What follows belongs to an exercise in optimizing a design on an open flow for small area; a production flow would make more cautious choices. The RTL was checked by simulation tests, not by an equivalence proof against the original design. Power figures rest on the tool's default switching activity, not on a simulated workload.

<file path="flow/flow/run.sh">
#!/bin/bash
# Own layout flow: the standard synthesis, then the combinational logic of its netlist
# re-mapped by ABC with an area-oriented script (registers and full adders untouched, so
# every register keeps its name and cell), then the standard layout steps, with the port
# buffers made from the smallest buffer cell and a clock tree of clkbuf_16 leaves (clusters of at
# most 30 registers), clkbuf_8 root and tree buffers and no dummy loads. Each tool's output goes to
# a log file here.
set -euo pipefail
W=$PWD
R=$W/orfs/results/$FLOW_PLATFORM/uart_core/base
LIB=$FLOW_HOME/platforms/$FLOW_PLATFORM/lib/sky130_fd_sc_hd__tt_025C_1v80.lib
YOSYS=$(command -v yosys || echo "$FLOW_HOME/../tools/install/yosys/bin/yosys")

bash standard.sh synth > "$W/log_1_standard_synth.txt" 2>&1

mkdir -p "$W/reabc"
python3 flow/split_lib.py "$LIB" "$W/reabc" > "$W/log_2_split_lib.txt" 2>&1
cp "$R/1_2_yosys.v" "$W/reabc/standard_1_2_yosys.v"
cat > "$W/reabc/reabc.ys" <<YS
read_liberty -lib $W/reabc/keep.lib
read_liberty -ignore_miss_func $W/reabc/comb.lib
read_verilog $W/reabc/standard_1_2_yosys.v
hierarchy -check -top $FLOW_TOP
flatten
opt_clean
abc -liberty $LIB $(for c in sky130_fd_sc_hd__probe_p_8 sky130_fd_sc_hd__probec_p_8 '*lpflow*'; do printf -- '-dont_use %s ' "$c"; done) -script $W/flow/area.abc
read_liberty -lib -ignore_redef $LIB
opt_clean -purge
hilomap -singleton -hicell sky130_fd_sc_hd__conb_1 HI -locell sky130_fd_sc_hd__conb_1 LO
splitnets
opt_clean -purge
insbuf -buf sky130_fd_sc_hd__buf_4 A X
check -assert
stat -liberty $LIB
write_verilog -noattr -nohex -nodec $W/reabc/1_2_yosys.v
YS
"$YOSYS" -s "$W/reabc/reabc.ys" > "$W/log_3_reabc.txt" 2>&1
cp "$W/reabc/1_2_yosys.v" "$R/1_2_yosys.v"

CTS="-sink_clustering_enable -repair_clock_nets -sink_clustering_size 30 -sink_clustering_max_diameter 100"
CTS="$CTS -buf_list sky130_fd_sc_hd__clkbuf_16 -root_buf sky130_fd_sc_hd__clkbuf_8 -tree_buf sky130_fd_sc_hd__clkbuf_8 -dont_use_dummy_load"
bash standard.sh BUFFER_PORTS_ARGS="-buffer_cell sky130_fd_sc_hd__buf_1" CTS_ARGS="$CTS" finish > "$W/log_4_standard_layout.txt" 2>&1
</file>
<file path="flow/flow/area.abc">
&get -n
&st
&deepsyn -J 200
&dch
&nf -R 1000
&put
topo
dnsize -c
</file>
<file path="flow/flow/split_lib.py">
#!/usr/bin/env python3
"""Split the platform liberty into keep.lib (sequential cells and full adders: left as
they are) and comb.lib (other cells: read with their functions so ABC can re-map them)."""
import re, sys
src, out = sys.argv[1], sys.argv[2]
txt = open(src).read()
idx = [m.start() for m in re.finditer(r'\n\s*cell\s*\(', txt)]
head = txt[:idx[0]]
cells = []
for i, s in enumerate(idx):
    e = idx[i + 1] if i + 1 < len(idx) else txt.rfind('}')
    cells.append(txt[s:e])
def name(c):
    return re.search(r'cell\s*\(\s*"?(\w+)', c).group(1)
def keep(c):
    return re.search(r'\b(ff|latch|statetable)\s*\(', c) or re.search(r'__fa_\d', name(c))
open(out + '/keep.lib', 'w').write(head + ''.join(c for c in cells if keep(c)) + '\n}\n')
open(out + '/comb.lib', 'w').write(head + ''.join(c for c in cells if not keep(c)) + '\n}\n')
</file>
<file path="flow/standard.sh">
#!/bin/bash
# synth_recipe.tcl (not shown) runs the flow's synth.tcl, then flattens the netlist and writes it again
# the make line also repeats each setting of config.mk as NAME=value (left out here)
make -C /OpenROAD-flow-scripts/flow DESIGN_CONFIG=/design/flow/config.mk WORK_HOME=/design/flow/orfs CLKGATE_MAP_FILE= SYNTH_SCRIPT=/design/flow/synth_recipe.tcl "${@:-finish}"
</file>
<file path="flow/config.mk">
export PLATFORM = sky130hd
export DESIGN_NAME = uart_core
export DESIGN_NICKNAME = uart_core
export VERILOG_FILES = /design/flow/design.v
export SDC_FILE = /design/flow/constraint.sdc
export NUM_CORES = 4
export LEC_CHECK = 0
export ABC_AREA = 1
export CAP_MARGIN = 0
export CORE_MARGIN = 2
export CORE_UTILIZATION = 40
export CTS_BUF_LIST = sky130_fd_sc_hd__clkbuf_16
export CTS_CLUSTER_DIAMETER = 100
export CTS_CLUSTER_SIZE = 30
export PLACE_DENSITY = 0.8
export SLEW_MARGIN = 0
</file>
<file path="flow/constraint.sdc">
create_clock -name core_clock -period 10.0 [get_ports {clk}]
set_input_delay 2.0000 -clock core_clock [delete_from_list [all_inputs] [get_ports {clk}]]
set_output_delay 2.0000 -clock core_clock [all_outputs]
set_load 0.01 [all_outputs]
</file>
<file path="flow/design.v">
`default_nettype none
package uart_pkg;
  localparam logic [1:0] UART_PARITY_NONE = 2'd0;
  localparam logic [1:0] UART_PARITY_EVEN = 2'd1;
  localparam logic [1:0] UART_PARITY_ODD  = 2'd2;
  localparam logic [1:0] UART_PARITY_RSVD = 2'd3;
  localparam logic [1:0] UART_STOP_1     = 2'd0;
  localparam logic [1:0] UART_STOP_2     = 2'd1;
  localparam logic [1:0] UART_STOP_RSVD0 = 2'd2;
  localparam logic [1:0] UART_STOP_RSVD1 = 2'd3;
  localparam logic [1:0] UART_DATA_5 = 2'd0;
  localparam logic [1:0] UART_DATA_6 = 2'd1;
  localparam logic [1:0] UART_DATA_7 = 2'd2;
  localparam logic [1:0] UART_DATA_8 = 2'd3;
endpackage
`default_nettype none
module uart_core #(
    parameter int unsigned BAUD_ACC_W         = 32,
    parameter int unsigned OVERSAMPLE         = 16,
    parameter int unsigned RX_FIFO_DEPTH      = 16,
    parameter int unsigned TX_FIFO_DEPTH      = 16,
    parameter bit          HAS_RTS_CTS        = 1'b1,
    parameter bit          RTS_ACTIVE_LOW     = 1'b1,
    parameter bit          CTS_ACTIVE_LOW     = 1'b1,
    parameter int unsigned RTS_DEASSERT_LEVEL = RX_FIFO_DEPTH - 2,
    parameter int unsigned RTS_ASSERT_LEVEL   = RX_FIFO_DEPTH / 2,
    parameter bit          RTL_DBG            = 1'b1
) (
    input wire clk,
    input wire rst_n,
    input  wire uart_rx_i,
    output wire uart_tx_o,
    input  wire uart_cts_i,
    output wire uart_rts_o,
    input wire        cfg_enable,
    input wire        cfg_rx_enable,
    input wire        cfg_tx_enable,
    input wire [31:0] cfg_baud_inc,
    input wire [ 1:0] cfg_parity_mode,
    input wire [ 1:0] cfg_stop_bits,
    input wire [ 1:0] cfg_data_bits,
    input wire        cfg_hw_flow_enable,
    input wire        ctrl_rx_fifo_clear,
    input wire        ctrl_tx_fifo_clear,
    input  wire       tx_byte_valid,
    output wire       tx_byte_ready,
    input  wire [7:0] tx_byte_data,
    output wire       rx_byte_valid,
    input  wire       rx_byte_ready,
    output wire [7:0] rx_byte_data,
    output wire rx_byte_frame_error,
    output wire rx_byte_parity_error,
    output wire rx_byte_break_detect,
    output wire [4:0] rx_fifo_level,
    output wire [4:0] tx_fifo_level,
    output wire rx_fifo_empty,
    output wire rx_fifo_full,
    output wire tx_fifo_empty,
    output wire tx_fifo_full,
    output wire rx_busy,
    output wire tx_busy,
    output wire cts_active,
    output wire rts_active,
    output wire cts_blocked,
    output wire event_rx_overrun,
    output wire event_rx_frame_error,
    output wire event_rx_parity_error,
    output wire event_rx_break_detect,
    output wire event_tx_done
);
  logic [31:0] acc_q;
  logic [ 3:0] os_cnt_q;
  logic        ot_q;   
  logic        bt_q;   
  logic [16:0] acc_c;    
  logic [32:16] acc_d;   
  logic [32:16] acc_k;   
  logic [31:16] acc_x;   
  logic [31:0] acc_s;
  logic        acc_co;
  logic        nco_run;
  assign nco_run  = rst_n & cfg_enable;
  assign acc_c[0] = 1'b0;
  for (genvar i = 0; i < 16; i++) begin : g_lo
    assign acc_s[i]   = acc_q[i] ^ cfg_baud_inc[i] ^ acc_c[i];
    assign acc_c[i+1] = (acc_q[i] & cfg_baud_inc[i]) | (acc_c[i] & (acc_q[i] ^ cfg_baud_inc[i]));
  end
  assign acc_d[16] = 1'b0;
  assign acc_k[16] = 1'b1;
  for (genvar i = 16; i < 32; i++) begin : g_hi
    assign acc_x[i]   = acc_q[i] ^ cfg_baud_inc[i] ^ acc_d[i];
    assign acc_d[i+1] = (acc_q[i] & cfg_baud_inc[i]) | (acc_d[i] & (acc_q[i] ^ cfg_baud_inc[i]));
    assign acc_k[i+1] = acc_k[i] & acc_x[i];
    assign acc_s[i]   = acc_x[i] ^ (acc_c[16] & acc_k[i]);
  end
  assign acc_co = acc_d[32] | (acc_c[16] & acc_k[32]);
  assign bt_q = ot_q && (os_cnt_q == 4'd0);
  always_ff @(posedge clk) begin
    acc_q <= nco_run ? acc_s : 32'd0;
    ot_q  <= nco_run & acc_co;
    if (!nco_run) os_cnt_q <= 4'd0;
    else if (acc_co) os_cnt_q <= os_cnt_q + 4'd1;
  end
  logic [2:0] rx_sync_q;
  logic [2:0] cts_sync_q;
  logic       rx;
  always_ff @(posedge clk) begin
    if (!rst_n) begin
      rx_sync_q  <= 3'b111;
      cts_sync_q <= 3'b000;
    end else begin
      rx_sync_q  <= {rx_sync_q[1:0], uart_rx_i};
      cts_sync_q <= {cts_sync_q[1:0], uart_cts_i};
    end
  end
  assign rx = rx_sync_q[2];
  localparam logic [2:0] R_IDLE = 3'd0, R_IDLEV = 3'd1, R_START = 3'd2, R_DATA = 3'd3,
                         R_PAR = 3'd4, R_STOP = 3'd5, R_DONE = 3'd6;
  logic [2:0] r_st_q;
  logic [3:0] r_cnt_q;
  logic [2:0] r_bi_q;
  logic [1:0] r_nd_q;     
  logic       r_ns_q;     
  logic       r_pen_q;    
  logic       r_podd_q;   
  logic [7:0] r_data_q;
  logic       r_fe_q;
  logic       r_pe_q;
  logic       r_armed_q;
  logic       r_idle;
  logic       r_valid;
  logic       r_brk;
  logic       r_full_tick;
  logic [7:0] r_data_shift;
  assign r_idle      = (r_st_q == R_IDLE) || (r_st_q == R_IDLEV);
  assign r_valid     = (r_st_q == R_IDLEV);
  assign r_full_tick = ot_q && (r_cnt_q == 4'd15);
  assign r_brk       = r_fe_q && (r_data_q == 8'd0);
  for (genvar j = 0; j < 8; j++) begin : g_rsh
    if (j < 4) begin : g_lo
      assign r_data_shift[j] = r_data_q[j+1];
    end else if (j < 7) begin : g_mid
      assign r_data_shift[j] = (r_nd_q == 2'(j - 4)) ? rx : r_data_q[j+1];
    end else begin : g_top
      assign r_data_shift[j] = (r_nd_q == 2'd3) ? rx : 1'b0;
    end
  end
  always_ff @(posedge clk) begin
    if (!rst_n) begin
      r_st_q    <= R_IDLE;
      r_armed_q <= 1'b1;
    end else begin
      case (r_st_q)
        R_IDLE, R_IDLEV: begin
          r_cnt_q <= 4'd8;   
          r_bi_q  <= 3'd0;
          r_st_q  <= R_IDLE;
          if (rx) begin
            r_armed_q <= 1'b1;
          end else if (r_armed_q) begin
            r_armed_q <= 1'b0;
            if (cfg_enable && cfg_rx_enable) begin
              r_st_q   <= R_START;
              r_nd_q   <= cfg_data_bits;
              r_ns_q   <= (cfg_stop_bits == 2'd1);
              r_pen_q  <= cfg_parity_mode[0] ^ cfg_parity_mode[1];
              r_podd_q <= cfg_parity_mode[1];
            end
          end
        end
        R_START: begin
          if (ot_q) r_cnt_q <= r_cnt_q + 4'd1;
          if (r_full_tick) r_st_q <= rx ? R_IDLE : R_DATA;
        end
        R_DATA: begin
          if (ot_q) r_cnt_q <= r_cnt_q + 4'd1;
          if (r_full_tick) begin
            r_data_q <= r_data_shift;
            r_pe_q   <= r_pen_q & (((r_bi_q == 3'd0) ? r_podd_q : r_pe_q) ^ rx);
            if (r_bi_q == {1'b1, r_nd_q}) begin
              r_bi_q <= 3'd0;
              r_st_q <= r_pen_q ? R_PAR : R_STOP;
            end else begin
              r_bi_q <= r_bi_q + 3'd1;
            end
          end
        end
        R_PAR: begin
          if (ot_q) r_cnt_q <= r_cnt_q + 4'd1;
          if (r_full_tick) begin
            r_pe_q <= r_pe_q ^ rx;
            r_st_q <= R_STOP;
          end
        end
        R_STOP: begin
          if (ot_q) r_cnt_q <= r_cnt_q + 4'd1;
          if (r_full_tick) begin
            r_fe_q <= !rx || (r_bi_q[0] && r_fe_q);
            if (r_bi_q[0] == r_ns_q) r_st_q <= R_DONE;
            else r_bi_q[0] <= 1'b1;
          end
        end
        R_DONE: begin
          r_st_q <= R_IDLEV;
        end
        default: begin
          r_st_q <= R_IDLE;
        end
      endcase
    end
  end
  logic [9:0] ring_q [0:15];
  logic [3:0] r_head_q;
  logic       r_pend_q;
  logic [4:0] r_lev_q;
  logic [9:0] r_din;
  logic [9:0] r_dout;
  logic       r_empty;
  logic       r_full;
  logic       r_pop;
  logic       r_push_ready;
  logic       r_push;
  logic [3:0] r_tail_pos;
  logic       r_wr;
  assign r_din        = {r_pe_q, r_fe_q, r_data_q};
  assign r_empty      = (r_lev_q == 5'd0);
  assign r_full       = r_lev_q[4];
  assign r_pop        = !r_empty && rx_byte_ready;
  assign r_push_ready = !r_full || r_pop;
  assign r_push       = r_valid && !ctrl_rx_fifo_clear && r_push_ready;
  assign r_tail_pos   = r_head_q - r_lev_q[3:0] + 4'd1;
  assign r_wr         = r_pend_q && (r_tail_pos == 4'd15);
  assign r_dout       = (r_pend_q && (r_lev_q == 5'd1)) ? r_din : ring_q[r_head_q];
  always_ff @(posedge clk) begin
    ring_q[0] <= r_wr ? r_din : ring_q[15];
    for (int k = 1; k < 16; k++) ring_q[k] <= ring_q[k-1];
    r_head_q <= r_head_q + {3'd0, !r_pop};
  end
  always_ff @(posedge clk) begin
    if (!rst_n) begin
      r_pend_q <= 1'b0;
      r_lev_q  <= 5'd0;
    end else begin
      if (r_push) r_pend_q <= 1'b1;
      else if (r_wr) r_pend_q <= 1'b0;
      if (ctrl_rx_fifo_clear) r_lev_q <= 5'd0;
      else if (r_push && !r_pop) r_lev_q <= r_lev_q + 5'd1;
      else if (r_pop && !r_push) r_lev_q <= r_lev_q - 5'd1;
    end
  end
  assign rx_byte_valid        = !r_empty;
  assign rx_byte_data         = r_dout[7:0];
  assign rx_byte_frame_error  = r_dout[8];
  assign rx_byte_parity_error = r_dout[9];
  assign rx_byte_break_detect = r_dout[8] && (r_dout[7:0] == 8'd0);
  assign rx_fifo_level        = r_lev_q;
  assign rx_fifo_empty        = r_empty;
  assign rx_fifo_full         = r_full;
  assign event_rx_overrun     = r_valid && !ctrl_rx_fifo_clear && !r_push_ready;
  assign event_rx_frame_error = r_valid && r_fe_q;
  assign event_rx_parity_error = r_valid && r_pe_q;
  assign event_rx_break_detect = r_valid && r_brk;
  assign rx_busy              = !r_idle;
  logic [7:0] tm_q [0:15];
  logic [4:0] t_lev_q;
  logic       t_empty;
  logic       t_full;
  logic       t_push_ready;
  logic       t_push;
  logic [7:0] t_head;
  logic [7:0] t_by_lev [0:15];   
  logic       tx_start;
  assign t_empty      = (t_lev_q == 5'd0);
  assign t_full       = t_lev_q[4];
  assign t_push_ready = !t_full || tx_start;
  assign t_push       = tx_byte_valid && !ctrl_tx_fifo_clear && t_push_ready;
  for (genvar k = 0; k < 16; k++) begin : g_tsel
    assign t_by_lev[k] = tm_q[(k + 15) % 16];
  end
  assign t_head       = t_by_lev[t_lev_q[3:0]];
  always_ff @(posedge clk) begin
    if (t_push) begin
      tm_q[0] <= tx_byte_data;
      for (int k = 1; k < 16; k++) tm_q[k] <= tm_q[k-1];
    end
  end
  always_ff @(posedge clk) begin
    if (!rst_n || ctrl_tx_fifo_clear) t_lev_q <= 5'd0;
    else if (t_push && !tx_start) t_lev_q <= t_lev_q + 5'd1;
    else if (tx_start && !t_push) t_lev_q <= t_lev_q - 5'd1;
  end
  assign tx_byte_ready = t_push_ready && !ctrl_tx_fifo_clear;
  assign tx_fifo_level = t_lev_q;
  assign tx_fifo_empty = t_empty;
  assign tx_fifo_full  = t_full;
  localparam logic [2:0] T_IDLE = 3'd0, T_IDLED = 3'd1, T_START = 3'd2, T_DATA = 3'd3,
                         T_PAR = 3'd4, T_STOP = 3'd5;
  logic [2:0] t_st_q;
  logic [7:0] t_data_q;
  logic [2:0] t_bi_q;
  logic [1:0] t_nd_q;
  logic       t_ns_q;
  logic       t_pen_q;
  logic       t_par_q;
  logic       t_idle;
  logic       t_bit;
  logic       launch_wanted;
  logic       cts_ok;
  assign t_idle = (t_st_q == T_IDLE) || (t_st_q == T_IDLED);
  assign t_bit  = t_data_q[t_bi_q];
  always_ff @(posedge clk) begin
    if (!rst_n) begin
      t_st_q <= T_IDLE;
    end else begin
      case (t_st_q)
        T_IDLE, T_IDLED: begin
          t_bi_q <= 3'd0;
          t_st_q <= T_IDLE;
          if (tx_start) begin
            t_st_q   <= T_START;
            t_data_q <= t_head;
            t_nd_q   <= cfg_data_bits;
            t_ns_q   <= (cfg_stop_bits == 2'd1);
            t_pen_q  <= cfg_parity_mode[0] ^ cfg_parity_mode[1];
            t_par_q  <= cfg_parity_mode[1];
          end
        end
        T_START: begin
          if (bt_q) t_st_q <= T_DATA;
        end
        T_DATA: begin
          if (bt_q) begin
            t_par_q <= t_par_q ^ t_bit;
            if (t_bi_q == {1'b1, t_nd_q}) begin
              t_bi_q <= 3'd0;
              t_st_q <= t_pen_q ? T_PAR : T_STOP;
            end else begin
              t_bi_q <= t_bi_q + 3'd1;
            end
          end
        end
        T_PAR: begin
          if (bt_q) t_st_q <= T_STOP;
        end
        T_STOP: begin
          if (bt_q) begin
            if (t_bi_q[0] == t_ns_q) t_st_q <= T_IDLED;
            else t_bi_q[0] <= 1'b1;
          end
        end
        default: begin
          t_st_q <= T_IDLE;
        end
      endcase
    end
  end
  assign uart_tx_o     = (t_st_q == T_START) ? 1'b0 :
                         (t_st_q == T_DATA)  ? t_bit :
                         (t_st_q == T_PAR)   ? t_par_q : 1'b1;
  assign tx_busy       = !t_idle;
  assign event_tx_done = (t_st_q == T_IDLED);
  logic rts_q;
  assign cts_ok        = !cts_sync_q[2];
  assign launch_wanted = cfg_enable && cfg_tx_enable && !t_empty && t_idle;
  assign tx_start      = launch_wanted && (!cfg_hw_flow_enable || cts_ok) && bt_q;
  always_ff @(posedge clk) begin
    if (!rst_n) rts_q <= 1'b1;
    else if (!cfg_enable || !cfg_rx_enable) rts_q <= 1'b0;
    else if (!cfg_hw_flow_enable) rts_q <= 1'b1;
    else if (rts_q && (r_lev_q >= 5'd14)) rts_q <= 1'b0;
    else if (!rts_q && (r_lev_q <= 5'd8)) rts_q <= 1'b1;
  end
  assign cts_active  = !cfg_hw_flow_enable || cts_ok;
  assign cts_blocked = cfg_hw_flow_enable && launch_wanted && !cts_ok;
  assign rts_active  = cfg_hw_flow_enable ? rts_q : (cfg_enable && cfg_rx_enable);
  assign uart_rts_o  = !rts_active;
endmodule
</file>
==> results by group, run 1 <==
Worst setup path
  • Crit path buf inv count: 2
  • FF-to-FF Start: acc_q[0]$_SDFF_PN0_
  • R2R cell count: 31
  • RR Endpoint: os_cnt_q[3]$_SDFFE_PN0P_
  • FF-to-FF setup slack: 1.73 ns
  • Critical Path End: os_cnt_q[3]$_SDFFE_PN0P_
  • CP startpoint kind: input port
  • Slowest stage delay, CP: 0.42 ns
  • CP Capture Type: register
  • Critical path's slowest cell: fa_1
  • CP max FO: 5
  • Top Family by Delay on Critical Path: adder cells
  • WP depth: 32
  • Crit path DAT: 10.01 ns
  • Crit Path Class: input port to register
  • Crit path top cell by count: fa_1
  • Worst Setup SP: cfg_baud_inc[0]
  • Worst path required time: 10.49 ns

GRT
  • Largest net degree at the start of global routing: 91
  • First-pass GRT wire length: 48640 um
  • Overall Global Routing Usage: 16.84%
  • Initial antenna violation count: 0
  • Grt ovf: 0
  • Vias in the first global route: 9047

Flow run
  • Max_cap viols: 0

Timing
  • Fin worst setup slack: between 0.4 and 0.5 ns
  • Tmin final: 9.518 ns
  • Final Setup Violations: 0
  • Hold Slack: 0.3243 ns
  • Fin crit share: a little over nine tenths
  • Rel. slew slack: 24.47%
  • Skew final: 0.04708 ns
  • Highest clock rate: 0.1051 GHz
  • Final Hold Fails: 0
  • Slew Viols, Final: 0
  • RSZ-0062 raised after global routing: false
  • Worst-Margin Slew: 1.127 ns

Pwr
  • Gate power share: 11.6%
  • NetSw: about 720 uW
  • Tot Pwr: 2.823 mW
  • Reg power frac: between 60 and 70%
  • Switching part of the total: 25.59%
  • Internal power: about 2.1 mW
  • P_leak: 5.208 nW
  • Pwr Density: between 150 and 200 nW/um2
  • Clock power frac: 25.9%
  • Maximum vdd ir drop: 0.0001808 V

Floorplanning
  • Starting Density: 40.45%
  • Core ar.: ~34000 um2
  • Row count: 68
  • Horiz. Die Dim: 190.7 um
  • Height of the die: 190.7 um
  • Die Footprint: 36360 um2
  • IO Pins: 97

Cells and area
  • Share of cells above drive strength 1: 3.770%
  • Finished Core Util: 44.40%
  • Finished Layout Cells: about 1600
  • Area delta synth->final: 9.748%
  • ANT cells: 0
  • Fin nets: 1259
  • Fill cells: around 3100

Placed design
  • Placer congestion estimate: 0.8577
  • Port-buffer cells: 96
  • Placed Cells: 1605
  • Post-Place Setup Slack: -0.1889 ns
  • Post-DP HPWL: approximately 21000 um

Clock tree
  • Clock Root Buffer: clkbuf_8
  • Skew-Pair Late Insertion Delay: a little under 0.6 ns
  • CTS tree: yes
  • Number of H-tree levels: 1
  • Clock Path Buffers: 3
  • Worst-path clk slew: 0.11 ns
  • Setup bufs post-CTS: 0
  • CTS Sinks: around 390
  • TritonCTS buffer count: 17

Detailed routing
  • Final ANT Viol Nets: 0
  • Number of DRC markers in iteration 0: 995
  • Via count: 9114
  • Final wirelength: 30510 um
  • Via density per instance: 5.619
  • DR WL/cell: 18.81 um
  • DRC viols: 0
  • DRT Pass-1 Iters: 6

Synth
  • Yosys warnings: 4
  • Cell area after synthesis: between 10000 and 15000 um2
  • Synthesized instance count: 1054
  • Avg Inst Size Synth: 13.23 um2
  • Syn_nets: ~1100

Hold path
  • Hold WC Path Type: register to register

Status
  • Status: no timing/DRC/antenna violations
## repair_timing
item / 4_1_cts / 5_1_grt
hold buffers: 0 / 0
gates resized for setup: 0 / 2
endpoints found under the setup margin: 0 / 2
## stage by stage
stage	area [um2]	TNS, ns
after detailed placement	14900	-0.3273
after global placement	14900	0
after floorplan	13940	0
final	15300	0
after CTS	15290	0
after global routing	15300	0
## worst register-to-register path, delay by kind of cell (launching register included)
family | cells | cell delay, ns
simple gates | 14 | 2.13
buf+inv | 1 | 0.07
fa+ha+maj | 15 | 5.53
compound gates | 1 | 0.17
flops | 1 | 0.32
## per-layer routing
layer	global-route usage (%)	routed length, um
met5	0	0
met4	4.741	814
met3	2.300	2346
met2	28.90	14880
met1	22.31	12480
## flip-flops by register name, indices dropped and copies added (netlist names), 3 cells and up
name / count
t_bi_q: 3
t_lev_q: 5
r_cnt_q: 4
ring_q: 160
r_data_q: 8
acc_q: 32
tm_q: 128
os_cnt_q: 4
r_lev_q: 5
cts_sync_q: 3
t_st_q: 3
r_head_q: 4
t_data_q: 8
r_bi_q: 3
rx_sync_q: 3
r_st_q: 3
## cell type report
class / instances / area [um2] / share of cell area, %
Multi-Input combinational cell: 596 / 4153 / 27.14
Clock buffer: 17 / 391.6 / 2.560
Inverter: 48 / 180.2 / 1.178
Tap cell: 455 / 569.3 / 3.721
Timing Repair Buffer: 114 / 495.5 / 3.239
Sequential cell: 392 / 9509 / 62.16
## worst min-delay path by stage
stage                          start               endpoint  slack, ns  depth (start not counted)
2_1_floorplan   ring_q[9][3]$_DFF_P_  ring_q[10][3]$_DFF_P_       0.33                          0
3_3_place_gp   ring_q[13][1]$_DFF_P_  ring_q[14][1]$_DFF_P_       0.33                          0
3_5_place_dp   ring_q[14][4]$_DFF_P_  ring_q[15][4]$_DFF_P_       0.33                          0
4_1_cts        ring_q[13][8]$_DFF_P_  ring_q[14][8]$_DFF_P_       0.32                          0
5_1_grt         ring_q[8][3]$_DFF_P_   ring_q[9][3]$_DFF_P_       0.33                          0
6_report       ring_q[13][8]$_DFF_P_  ring_q[14][8]$_DFF_P_       0.32                          0
## cells in the final DEF, fill, tap and decap left out, drive strengths merged, types with 3 or more instances in the layout
cell	count
dfxtp	226
edfxtp	166
buf	114
nor2	67
nand2	67
a22oi	55
clkinv	48
a21oi	41
fa	32
nor3	32
and3	31
a222oi	31
o21ai	27
nand2b	24
nand3	23
nor2b	18
clkbuf	17
a22o	14
xnor2	13
a221oi	13
and2	12
o22ai	11
nand4	11
xor2	10
mux2	10
nor4	10
or3	7
a31oi	5
nand4b	4
and4	4
o22a	3
o21a	3
nor3b	3
## power groups by stage
stage               clock (mW)  combinational, mW  sequential, mW
global route             0.801              0.356            1.77
detailed placement           0              0.322            1.80
finish                   0.731              0.328            1.76
CTS                      0.746              0.324            1.76
global placement             0              0.308            1.80
floorplan                    0              0.207            1.78
==> run 2, diff against run 1 <==
--- a/flow/config.mk
+++ b/flow/config.mk
@@ -8,3 +8,3 @@
 export ABC_AREA = 1
-export CAP_MARGIN = 0
+export CAP_MARGIN = 20
 export CORE_MARGIN = 2
@@ -15,2 +15,2 @@
 export PLACE_DENSITY = 0.8
-export SLEW_MARGIN = 0
+export SLEW_MARGIN = 20
==> run 2 against run 1 <==
  * Global-route usage unchanged
  * Final cell count about the same
  * Wire length decreased by 0.19%
  * Fmax about the same
  * Critical path type unchanged
  * Highest routed layer unchanged
==> results by group, run 2 <==
Worst setup path
  • Critical path's slowest cell: fa_1
  • R2R cell count: 31 (unchanged)
  • CP max FO: 5 (unchanged)
  • RR Endpoint: os_cnt_q[3]$_SDFFE_PN0P_
  • Crit path DAT: 10.00 ns (about the same)
  • Worst path required time: 10.48 ns (about the same)
  • Crit path top cell by count: fa_1
  • WP depth: 32 (unchanged)
  • CP startpoint kind: input port
  • Top Family by Delay on Critical Path: adder cells
  • Slowest stage delay, CP: 0.42 ns (about the same)
  • Critical Path End: os_cnt_q[3]$_SDFFE_PN0P_
  • Crit path buf inv count: 2 (unchanged)
  • FF-to-FF setup slack: 1.73 ns (about the same)
  • Crit Path Class: input port to register
  • CP Capture Type: register
  • Worst Setup SP: cfg_baud_inc[0]
  • FF-to-FF Start: acc_q[0]$_SDFF_PN0_

Synth
  • Synthesized instance count: 1054 (unchanged)
  • Cell area after synthesis: 13940 um2 (unchanged)
  • Avg Inst Size Synth: 13.23 um2 (unchanged)
  • Syn_nets: 1144 (unchanged)
  • Yosys warnings: 4 (unchanged)

Floorplanning
  • Horiz. Die Dim: 190.7 um (unchanged)
  • IO Pins: 97 (unchanged)
  • Row count: 68 (unchanged)
  • Core ar.: 34460 um2 (unchanged)
  • Height of the die: 190.7 um (unchanged)
  • Starting Density: 40.45% (unchanged)
  • Die Footprint: 36360 um2 (unchanged)

Clock tree
  • # resized after CTS: 0 (unchanged)
  • CTS Sinks: 392 (unchanged)
  • Worst-path clk slew: 0.11 ns (about the same)
  • Setup bufs post-CTS: 0 (unchanged)
  • Clock Root Buffer: clkbuf_8
  • TritonCTS buffer count: 17 (unchanged)
  • Clock Path Buffers: 3 (unchanged)
  • Hold_buf cts: 0 (unchanged)
  • Skew-Pair Late Insertion Delay: 0.58 ns (about the same)
  • CTS tree: yes
  • Number of H-tree levels: 1 (unchanged)

Placed design
  • Placed Cells: 1605 (unchanged)
  • Post-DP HPWL: 20970 um (unchanged)
  • Placer congestion estimate: 0.8577 (unchanged)
  • Port-buffer cells: 96 (unchanged)

Timing
  • RSZ-0062 raised after global routing: false
  • Final Hold Fails: 0 (unchanged)
  • Final Setup Violations: 0 (unchanged)
  • Worst-Margin Slew: 1.146 ns (+0.01893 ns)
  • Highest clock rate: 0.1050 GHz (about the same)
  • Tmin final: 9.522 ns (+0.003549 ns)
  • Final TNS setup: 0 ns (unchanged)
  • Rel. slew slack: 23.33% (-1.1 points)
  • Hold Slack: 0.3247 ns (+0.0004390 ns)
  • Fin crit share: 95.22% (about the same)
  • Skew final: 0.04806 ns (+0.0009762 ns)
  • Slew Viols, Final: 0 (unchanged)

Cells and area
  • Largest register FFs: 160 (unchanged)
  • Fill cells: 3095 (-0.097%)
  • Fin nets: 1260 (+0.079%)
  • ANT cells: 0 (unchanged)
  • Most flops, register: ring_q
  • Biggest regs: ring_q (160), tm_q (128), acc_q (32)
  • Finished Core Util: 44.48% (+0.080 points)
  • Share of cells above drive strength 1: 3.853% (+0.082 points)
  • Finished Layout Cells: 1623 (+0.062%)
  • Area delta synth->final: 9.945%
  • Commonest non-fill, non-tap cell in the layout: dfxtp_1
  • Most frequent cells in the layout: dfxtp_1 (226), edfxtp_1 (166), buf_1 (96)

Detailed routing
  • DRT Pass-1 Iters: 7 (+1)
  • Via count: 9049 (-0.71%)
  • Final wirelength: 30460 um (-0.19%)
  • DR WL/cell: 18.77 um (-0.25%)
  • Final ANT Viol Nets: 0 (unchanged)
  • Number of DRC markers in iteration 0: 961 (-3.4%)
  • Via density per instance: 5.575 (-0.77%)
  • DRC viols: 0 (unchanged)

GRT
  • Vias in the first global route: 9047 (unchanged)
  • Initial antenna violation count: 0 (unchanged)
  • Overall Global Routing Usage: 16.84% (unchanged)
  • Largest net degree at the start of global routing: 91 (unchanged)
  • First-pass GRT wire length: 48640 um (unchanged)
  • Grt ovf: 0 (unchanged)

Pwr
  • NetSw: 722.0 uW (about the same)
  • Maximum vdd ir drop: 0.0001812 V (+0.24%)
  • Gate power share: 11.7% (about the same)
  • Clock power frac: 25.8% (about the same)
  • Switching part of the total: 25.57% (about the same)
  • Pwr Density: 184.2 nW/um2 (-0.16%)
  • Tot Pwr: 2.824 mW (about the same)
  • Reg power frac: 62.5% (about the same)
  • P_leak: 5.220 nW (+0.23%)
  • Internal power: 2.102 mW (about the same)

Hold path
  • HP Start: ring_q[13][8]$_DFF_P_
  • Hold WC Path Type: register to register

Flow run
  • Max_cap viols: 0 (unchanged)

Status
  • Status: no timing/DRC/antenna violations
-- run 2: metrics by stage --
stage,setup slack [ns],cell area (um2)
4_1_cts,0.3709,15290
5_1_grt,0.07068,15330
3_5_place_dp,-0.1889,14900
2_1_floorplan,0.4157,13940
6_report,0.4782,15330
3_3_place_gp,0.1034,14900
-- run 2: power groups by stage --
stage	logic [mW]	clock network, mW	registers (mW)
floorplan	0.207	0	1.78
global placement	0.308	0	1.80
detailed placement	0.322	0	1.80
CTS	0.324	0.746	1.76
global route	0.357	0.801	1.77
finish	0.331	0.729	1.76
-- run 2: worst min-delay path by stage --
stage	to	slack [ns]	depth (start not counted)
4_1_cts	ring_q[14][8]$_DFF_P_	0.32	0
3_3_place_gp	ring_q[14][1]$_DFF_P_	0.33	0
6_report	ring_q[14][8]$_DFF_P_	0.32	0
5_1_grt	ring_q[9][3]$_DFF_P_	0.33	0
2_1_floorplan	ring_q[10][3]$_DFF_P_	0.33	0
3_5_place_dp	ring_q[15][4]$_DFF_P_	0.33	0
-- run 2: area by class of cell --
type	instances	area (um2)	area share, %
sequential	392	9509	62.05
multi-input combinational	596	4153	27.10
tap	455	569.3	3.715
timing repair buffer	115	523.0	3.413
clock buffer	17	391.6	2.555
inverter	48	180.2	1.176
-- run 2: routing by layer --
layer,global-route usage (%),up-vias,wire (um)
met1,22.31,4456,12560
li1,-,4133,-
met5,0,-,0
met3,2.300,65,2202
met2,28.90,395,14920
met4,4.741,0,775
==> run 3, diff against run 2 <==
--- a/flow/design.v
+++ b/flow/design.v
@@ -116,4 +116,4 @@
   assign rx = rx_sync_q[2];
-  localparam logic [2:0] R_IDLE = 3'd0, R_IDLEV = 3'd1, R_START = 3'd2, R_DATA = 3'd3,
-                         R_PAR = 3'd4, R_STOP = 3'd5, R_DONE = 3'd6;
+  localparam logic [2:0] R_IDLE = 3'd0, R_IDLEV = 3'd4, R_START = 3'd1, R_DATA = 3'd3,
+                         R_PAR = 3'd2, R_STOP = 3'd6, R_DONE = 3'd7;
   logic [2:0] r_st_q;
@@ -295,4 +295,4 @@
   assign tx_fifo_full  = t_full;
-  localparam logic [2:0] T_IDLE = 3'd0, T_IDLED = 3'd1, T_START = 3'd2, T_DATA = 3'd3,
-                         T_PAR = 3'd4, T_STOP = 3'd5;
+  localparam logic [2:0] T_IDLE = 3'd0, T_IDLED = 3'd4, T_START = 3'd1, T_DATA = 3'd3,
+                         T_PAR = 3'd2, T_STOP = 3'd6;
   logic [2:0] t_st_q;
==> run 3 against run 2 <==
  * Non-clock buffer count down 4
  * Flip-flop and latch count did not move
  * Synthesized cell count rose by 1.8%
  * Power fell by 3.7%
  * Still clean
  * Register-to-register slack barely moved
==> results by group, run 3 <==
Status
  • Status: no timing/DRC/antenna violations

Pwr
  • Tot Pwr: 2.720 mW (-3.7%)
  • Pwr Density: 177.7 nW/um2 (-3.6%)
  • P_leak: 5.246 nW (+0.50%)
  • Maximum vdd ir drop: 0.0001656 V (-8.6%)

Clock tree
  • TritonCTS buffer count: 17 (unchanged)
  • Clock Path Buffers: 3 (unchanged)
  • Skew-Pair Late Insertion Delay: 0.59 ns (about the same)
  • CTS Sinks: 392 (unchanged)
  • Worst-path clk slew: 0.11 ns (about the same)
  • Clock Root Buffer: clkbuf_8
  • Number of H-tree levels: 1 (unchanged)
  • CTS tree: yes

Detailed routing
  • DR WL/cell: 18.72 um (-0.26%)
  • Final ANT Viol Nets: 0 (unchanged)
  • Via count: 9099 (+0.55%)
  • Via density per instance: 5.555 (-0.37%)
  • DRT Pass-1 Iters: 5 (-2)
  • Final wirelength: 30660 um (+0.67%)
  • DRC viols: 0 (unchanged)
  • Number of DRC markers in iteration 0: 1045 (+8.7%)

Timing
  • Slew Viols, Final: 0 (unchanged)
  • Fin crit share: 94.69% (-0.53 points)
  • RSZ-0062 raised after global routing: false
  • Skew final: 0.08536 ns (+0.03730 ns)
  • Rel. slew slack: 21.36% (-2.0 points)
  • Hold Slack: 0.3379 ns (+0.01322 ns)
  • Final Setup Violations: 0 (unchanged)
  • Final Hold Fails: 0 (unchanged)
  • Final TNS setup: 0 ns (unchanged)
  • Tmin final: 9.469 ns (-0.05324 ns)
  • Highest clock rate: 0.1056 GHz (+0.56%)
  • Worst-Margin Slew: 1.175 ns (+0.02945 ns)
  • Fin worst setup slack: 0.5315 ns (+0.05323 ns)

Floorplanning
  • Core ar.: 34460 um2 (unchanged)
  • IO Pins: 97 (unchanged)
  • Height of the die: 190.9 um (about the same)
  • Starting Density: 40.53% (+0.080 points)
  • Horiz. Die Dim: 190.9 um (about the same)
  • Row count: 68 (unchanged)
  • Die Footprint: 36430 um2 (+0.19%)

Cells and area
  • Share of cells above drive strength 1: 3.466% (-0.39 points)
  • Commonest non-fill, non-tap cell in the layout: dfxtp_1
  • Most flops, register: ring_q
  • Final Instance Area: 15310 um2 (-0.11%)
  • Finished Layout Cells: 1638 (+0.92%)
  • Most frequent cells in the layout: dfxtp_1 (226), edfxtp_1 (166), buf_1 (95)
  • Largest register FFs: 160 (unchanged)
  • Biggest regs: ring_q (160), tm_q (128), acc_q (32)
  • ANT cells: 0 (unchanged)
  • Finished Core Util: 44.43% (-0.051 points)
  • Area delta synth->final: 9.603%
  • Fin nets: 1275 (+1.2%)

Worst setup path
  • Crit path DAT: 9.97 ns (-0.03 ns)
  • Crit path buf inv count: 2 (unchanged)
  • Critical path's slowest cell: fa_1
  • R2R cell count: 31 (unchanged)
  • Crit path top cell by count: fa_1
  • Slowest stage delay, CP: 0.41 ns (about the same)
  • Top Family by Delay on Critical Path: adder cells
  • Crit Path Class: input port to register
  • RR Endpoint: os_cnt_q[3]$_SDFFE_PN0P_
  • FF-to-FF Start: acc_q[0]$_SDFF_PN0_
  • Worst path required time: 10.50 ns (+0.02 ns)
  • CP max FO: 5 (unchanged)
  • CP Capture Type: register
  • FF-to-FF setup slack: 1.72 ns (about the same)
  • CP startpoint kind: input port

Synth
  • Avg Inst Size Synth: 13.02 um2 (-1.6%)
  • Syn_nets: 1163 (+1.7%)
  • Synthesized instance count: 1073 (+1.8%)
  • Yosys warnings: 4 (unchanged)
  • Cell area after synthesis: 13970 um2 (+0.20%)

GRT
  • Overall Global Routing Usage: 16.78% (-0.051 points)
  • Vias in the first global route: 9130 (+0.92%)
  • First-pass GRT wire length: 48540 um (-0.20%)
  • Largest net degree at the start of global routing: 97 (+6.6%)
  • Grt ovf: 0 (unchanged)
  • Initial antenna violation count: 0 (unchanged)

Placed design
  • Placed cell areas: 14910 um2 (about the same)
  • Port-buffer cells: 96 (unchanged)
  • Placer congestion estimate: 0.8297 (-3.3%)
  • Post-Place Setup Slack: -0.09877 ns (+0.09010 ns)
  • Placed Cells: 1621 (+1.0%)
  • Post-DP HPWL: 21100 um (+0.64%)

Hold path
  • Hold-critical path depth: 0 (unchanged)
  • HP Start: ring_q[9][2]$_DFF_P_
  • Hold Path End: ring_q[10][2]$_DFF_P_
  • Hold WC Path Type: register to register

Flow run
  • Max_cap viols: 0 (unchanged)
run 3: worst max path at each step:
stage	slack, ns	start	endpoint	depth (start not counted)
finish	0.53	cfg_baud_inc[0]	os_cnt_q[3]$_SDFFE_PN0P_	32
floorplan	0.44	cfg_baud_inc[0]	os_cnt_q[3]$_SDFFE_PN0P_	31
detailed placement	-0.1	cfg_baud_inc[0]	os_cnt_q[3]$_SDFFE_PN0P_	32
global route	0.09	cfg_baud_inc[0]	os_cnt_q[3]$_SDFFE_PN0P_	32
CTS	0.45	cfg_baud_inc[0]	os_cnt_q[3]$_SDFFE_PN0P_	32
global placement	0.16	cfg_baud_inc[0]	os_cnt_q[3]$_SDFFE_PN0P_	32
run 3: report_power, final:
part	switching [mW]	internal [mW]	total (mW)
clock	0.453	0.279	0.732
combinational	0.157	0.0783	0.235
sequential	0.0450	1.71	1.75
total	0.654	2.07	2.72
run 3: timing repair:
action	CTS	global route
endpoints found under the setup margin	0	1
hold buffers	0	0
resized for setup	0	2
buffers inserted	0	0
run 3: worst reg2reg max path: cells and delay by family, from the launching register on:
kind | cells | cell delay [ns]
adders and majority gates | 15 | 5.54
and+or+nand+nor | 12 | 1.82
AOI/OAI and AO/OA | 3 | 0.44
DFF | 1 | 0.33
buffers and inverters | 1 | 0.06
run 3: cell type report:
class	count	area, um2
multi-input combinational	612	4167
tap	455	569.3
sequential	392	9509
clock buffer	17	391.6
timing repair buffer	111	478.0
fill	3074	19150
inverter	51	193.9
run 3: layer usage:
metal / share of wire, % / GRT usage, % / vias to the layer above
li1: - / - / 4190
met1: 41 / 21.93 / 4479
met2: 49 / 28.87 / 357
met3: 7.4 / 2.742 / 73
met4: 2.9 / 4.532 / 0
met5: 0 / 0 / -

-- what the ideal ports hide --
The results above use ideal ports. As a check the final layouts listed here were re-extracted and re-timed, cells and wires unchanged.
Step 1: set_driving_cell puts a clkbuf_16 on clk and a buf_2 on each other input, an assumption about the parent block.
Step 2 adds t to the input delays and takes it off the output delays; t is the mean of the earliest and latest rising clock arrival at the registers after step 1. Input paths then give back, and output paths get back, about the clock's delay inside the block.
Slacks: ideal / step 1 / step 2; pairs: ideal / step 1.
run	shift t [ns]	setup slack, ns	slew at the worst register clock pin (ns)
run 1	0.601	0.482 / 0.501 / -0.100	0.11 / 0.11
run 2	0.599	0.478 / 0.497 / -0.101	0.11 / 0.11
run 3	0.595	0.531 / 0.552 / -0.043	0.11 / 0.11
With both steps, setup timing fails in every run listed, where it was met with ideal ports. The setup slack of run 1, which loses most, moves by +0.019 ns with the drivers and by -0.582 ns with both steps.
